This design comes from an exercise in tuning for small area on the open sky130 flow, not from production work. Function was checked by simulation only, so behaviour that the tests miss may differ from the original. No activity file was given, so power comes from the tool's default toggle rates.

==> flow/design.v (outline; a module is shown in full before it is edited, if it fits) <==
// module div_xor2: 3 lines
// module div_xnor2: 3 lines
// module div_mux2i: 3 lines
// module DIV: 2547 lines
module DIV(
    input  wire        clk,
    input  wire        reset,
    input  wire        flush,
    input  wire        CE_in,
    input  wire        ex_valid_ns,
    input  wire        wb_allin,
    input  wire [31:0] dividend_in,
    input  wire [31:0] divisor_in,
    input  wire [5:0]  is_op,
    output reg  [31:0] quotient_out,
    output reg  [31:0] remainder_out,
    output reg         CE_out
);
  // ...
==> flow/run.sh <==
#!/bin/bash
# synth_recipe.tcl (not shown) runs the flow's synth.tcl, then flattens the netlist and writes it again
# the make line also repeats each setting of config.mk as NAME=value (left out here)
make -C /OpenROAD-flow-scripts/flow DESIGN_CONFIG=/design/flow/config.mk WORK_HOME=/design/flow/orfs CLKGATE_MAP_FILE= SYNTH_SCRIPT=/design/flow/synth_recipe.tcl finish
==> flow/config.mk <==
export PLATFORM = sky130hd
export DESIGN_NAME = DIV
export DESIGN_NICKNAME = DIV
export VERILOG_FILES = /design/flow/design.v
export SDC_FILE = /design/flow/constraint.sdc
export NUM_CORES = 4
export LEC_CHECK = 0
export CAP_MARGIN = 20
export CORE_MARGIN = 2
export CORE_UTILIZATION = 60
export CTS_BUF_LIST = sky130_fd_sc_hd__clkbuf_4
export CTS_CLUSTER_SIZE = 30
export SLEW_MARGIN = 20
export SYNTH_HIERARCHICAL = 1
==> flow/constraint.sdc <==
create_clock -name core_clock -period 12.0 [get_ports {clk}]
set_input_delay 2.4000 -clock core_clock [delete_from_list [all_inputs] [get_ports {clk}]]
set_output_delay 2.4000 -clock core_clock [all_outputs]
set_load 0.01 [all_outputs]
==> impl_metrics.tcl, run 1 <==
set metrics [dict create \
    hold_depth 0 \
    via_per_inst 4.92 \
    worstPathRequired_ns 12.95 \
    num-multi-input-gates 2801 \
    synth_top_family_by_area "multiplexers" \
    setup_viol 0 \
    n_all_buffers 287 \
    tapCellCount 1155 \
    largest_class "sequential cells" \
    powerComb_mw 1.92 \
    dr_total_vias 31100 \
    status "no timing/DRC/antenna violations" \
    cp-endpoint "r_s15[26]" \
    rows 108 \
    multi_input_area_share 0.396 \
    fillers 6546 \
    clk_share 0.0688 \
    crit_type "flop to flop" \
    multi_input_area_sq_um 24200 \
    grt_max_degree 81 \
    finalSetupTns_ns 0 \
    drive_gt1_frac 0.146 \
    initial_core_util 0.606 \
    grt_pass1_vias 31700 \
    cp_slowest_cell "dfxtp_4" \
    synth_area_per_cell_sq_um 12.2 \
    pin_count 141 \
    start_kind "flop" \
    grt_busiest_layer "met2" \
    die_w_um 300 \
    fmax_mhz 86.3 \
    synth.top_cells.by_count "dfxtp_1 (1413), mux2i_1 (1003), xor2_1 (583)" \
    worstHoldEndpoint "a_s12[5]" \
    wl_met2_um 46200 \
    yosysMostFrequentCell "dfxtp_1" \
    synthSimpleGateAreaFrac 0.0447 \
    hold_path_class "flop to flop" \
    cts.sinks 1413 \
    relSlewSlack 0.331 \
    switching_share 0.264 \
]
==> inputs of run 2 (changes only) <==
--- a/flow/config.mk
+++ b/flow/config.mk
@@ -10,4 +10,4 @@
 export CORE_UTILIZATION = 60
-export CTS_BUF_LIST = sky130_fd_sc_hd__clkbuf_4
-export CTS_CLUSTER_SIZE = 30
+export CTS_BUF_LIST = sky130_fd_sc_hd__clkbuf_8
+export CTS_CLUSTER_SIZE = 20
 export SLEW_MARGIN = 20
==> impl_metrics.tcl, run 2 <==
set metrics [dict create \
    status "no timing/DRC/antenna violations" \
    power_mw 11.0 \
    worstPathRequired_ns 12.77 \
    drt-initial-drc-count 860 \
    syn_inst 4328 \
    cts_buffers 208 \
    worstPathArrival_ns 12.30 \
    fmax_mhz 86.7 \
    grt_max_degree 81 \
    dp.final_hpwl_um 60500 \
    dr_total_vias 30300 \
    p_per_area_nw_per_um2 180 \
    htreeDepth 4 \
    initial_core_util 0.606 \
    stdcell_count 6109 \
    p_int_mw 8.11 \
    core-area_sq_um 86800 \
    ys_types 68 \
    post-route-period-util 0.961 \
    die_w_um 300 \
    io_buffer_count 140 \
    nets 4896 \
    cts.clk_slew.worst_paths_ns 0.07 \
    antenna_found_initial 3 \
    synth_edf_count 0 \
    synthTopCellsByArea "dfxtp_1 (54%), mux2i_1 (19%), xor2_1 (9.7%)" \
    hold_buffers 0 \
    dp.cells 5665 \
    drive_gt1_frac 0.110 \
    dr.pass1.iters 4 \
    grt.overflow.total 0 \
    syn_area_sq_um 52600 \
    p_leak_nw 24.8 \
    worstHoldEndpoint "a_s16[24]" \
    tightest_slew_ns 1.04 \
    power_frac_clock 0.360 \
    grt_pass1_vias 30800 \
    yosysTopAreaCellShare 0.538 \
    power.switching_mw 2.94 \
    start_kind "flop" \
    rows 108 \
    synth.top_cells.by_count "dfxtp_1 (1413), mux2i_1 (1003), xor2_1 (583)" \
    r2r_start "d_s14[1]" \
    rsz0062_at_grt "true" \
    relSlewSlack 0.301 \
    most-common-layout-cells "dfxtp_1 (1402), mux2i_1 (989), xor2_1 (577)" \
    drc_errors 0 \
    finClkSkew_ns 0.0582 \
    cp-end-kind "flop" \
    hold_viol_final 0 \
    crit_type "flop to flop" \
    synth_top_area_cell "dfxtp_1" \
    wl_per_cell_um 13.6 \
    synth_seq_cells 1413 \
    min_period_ns 11.54 \
    cts_buffer_depth 3 \
    cts.sinks 1413 \
    die-area_sq_um 90000 \
    grt_usage 0.184 \
    syn2layout_area_growth_pct 17.0 \
    cp_common_cell "mux2i_1" \
    ys_seq_area_frac 0.538 \
    yosysMostFrequentCell "dfxtp_1" \
    fillers 6336 \
    cts.root.buffer_cell "clkbuf_8" \
    slowest_delay_ns 0.36 \
    p_seq_frac 0.467 \
    cap_violations 0 \
    detail-route-antenna-nets 0 \
    pin_count 141 \
    cp_max_fo 8 \
    yosys_warnings 7 \
    r2r.worst_path.cells 66 \
    synth-async-reset-ratio 0 \
    synth_ff_type "dfxtp_1" \
    drt_wl_total_um 83000 \
    place_area_sq_um 56100 \
    switching_share 0.266 \
    finalMaxSlewViolations 0 \
    grt_first_pass_wirelength_um 138000 \
    fin_area_sq_um 61500 \
    pwr-share-comb 0.173 \
    finalSetupTns_ns 0 \
    setup_viol 0 \
    hold_depth 0 \
    gp_congestion 0.809 \
    clk_latency_ns 0.89 \
    cts_tree "done" \
    r2r_slack_ns 0.46 \
    cp_slowest_cell "dfxtp_4" \
    peakVddDrop_mv 0.139 \
    synth_area_per_cell_sq_um 12.2 \
    hold_path_class "flop to flop" \
    via_per_inst 4.96 \
    reg2reg_to "r_s15[24]" \
    synthesis.nets 4441 \
    hold_start "a_s15[23]" \
    final_common_cell "dfxtp_1" \
    die_y_um 300 \
]
## run 2: cell types whose count changed in the layout (fill, tap and decap cells not counted), moves of 5 or more
cell       previous run  this run
clkbuf_4            516         0
clkbuf_8              0       273
clkinv_1             54         0
clkinv_16             0         5
clkinv_2              6        27
inv_1                74       131
inv_2                11         4
## run 2: cells by family (layout without fill, tap and decap cells)
group,after synthesis,count (layout),share of synthesized area
flip-flops,1413,1413,0.538
XOR/XNOR,1116,1116,0.186
multiplexers,1009,1009,0.192
AND/OR/NAND/NOR,440,440,0.0447
AO/OA/AOI/OAI,199,199,0.0223
buffers and inverters,114,738,0.00837
adder cells (fa/ha/maj),37,37,0.00880
other,0,2,0
## run 2: area by class of cell
class	instances	area (sq um)	share of cell area
Antenna cell	2	5.00	0.0000813
Clock buffer	273	3760	0.0611
Clock inverter	106	815	0.0132
Timing Repair Buffer	281	2660	0.0433
Multi-Input combinational cell	2801	24200	0.394
Tap cell	1155	1450	0.0235
Sequential cell	1413	28300	0.460
Inverter	78	297	0.00482
## run 2: layer usage
| metal | up-vias | wire length [um] | track usage |
|---|---|---|---|
| met4 | 0 | 2380 | 0.0796 |
| met3 | 146 | 2440 | 0.0371 |
| met2 | 354 | 46100 | 0.365 |
| met1 | 14100 | 32100 | 0.182 |
| li1 | 15700 | - | - |
| met5 | - | 0 | 0 |
## run 2: timing repair
item,CTS,global route
gates cloned,1,4
pin swaps,1,12
buffers inserted,14,45
resized for setup,3,60
setup endpoints to repair,59,111
## run 2: Yosys stat by module, one instance, submodules excluded
module / times used / cells inside / area [sq um]
DIV: 1 / 2344 / 34000
div_mux2i: 992 / 1 / 10.0
div_xnor2: 480 / 1 / 8.76
div_xor2: 512 / 1 / 8.76
## run 2: power by group through the flow
stage	logic (mW)	registers, mW	clock network [mW]
final	1.92	5.16	3.97
after global routing	2.12	5.19	4.31
after CTS	1.88	5.16	4.11
after detailed placement	1.85	5.26	0
after global placement	1.80	5.25	0
after floorplan	1.55	5.21	0
## run 2: critical path, delay by kind of cell, from the launching register on
family	cells	cell delay, ns
XOR/XNOR	2	0.31
buffers and inverters	4	0.67
flip-flops	1	0.36
multiplexers	58	9.62
AND/OR/NAND/NOR	2	0.47
## run 2: stage by stage
| stage | worst slack, ns | utilization | hold slack [ns] |
|---|---|---|---|
| 2_1_floorplan | -0.448 | - | 0.310 |
| 5_1_grt | -0.862 | 0.709 | 0.322 |
| 3_5_place_dp | -0.0945 | 0.647 | 0.312 |
| 6_report | 0.464 | 0.709 | 0.312 |
| 3_3_place_gp | 0.219 | 0.647 | 0.310 |
| 4_1_cts | 0.0195 | 0.701 | 0.316 |
## run 2: worst max-delay path by stage
stage | from | cells past startpoint | slack (ns) | endpoint
after global placement | a_s14[31] | 67 | 0.22 | r_s15[1]
after floorplan | r_s14[0] | 63 | -0.45 | r_s15[0]
after detailed placement | d_s14[1] | 66 | -0.09 | r_s15[0]
after global routing | a_s14[31] | 68 | -0.86 | r_s15[13]
final | d_s14[1] | 66 | 0.46 | r_s15[24]
after CTS | d_s13[0] | 62 | 0.02 | r_s14[22]

-- static timing again, ports no longer ideal --
The results above use ideal ports. As a check the final layouts listed here were re-extracted and re-timed, cells and wires unchanged.
Step 1, drivers: a clkbuf_16 drives clk and a buf_2 each remaining input, both assumed.
Step 2 times the ports against the registers' clock, not the clock port: input delays grow and output delays shrink by t, the midpoint of the rising clock arrivals with the driver on.
Slacks: no drivers / after step 1 / after step 2; pairs: no drivers / after step 1.
run | shift t [ns] | slack for setup (ns) | worst register clock-pin slew, ns | worst slew at a driven data input, ns
run 1 | 1.151 | 0.412 / 0.412 / 0.412 | 0.07 / 0.07 | 0.06
run 2 | 0.925 | 0.464 / 0.464 / 0.464 | 0.07 / 0.07 | 0.05
After both steps every run listed still meets setup and hold.
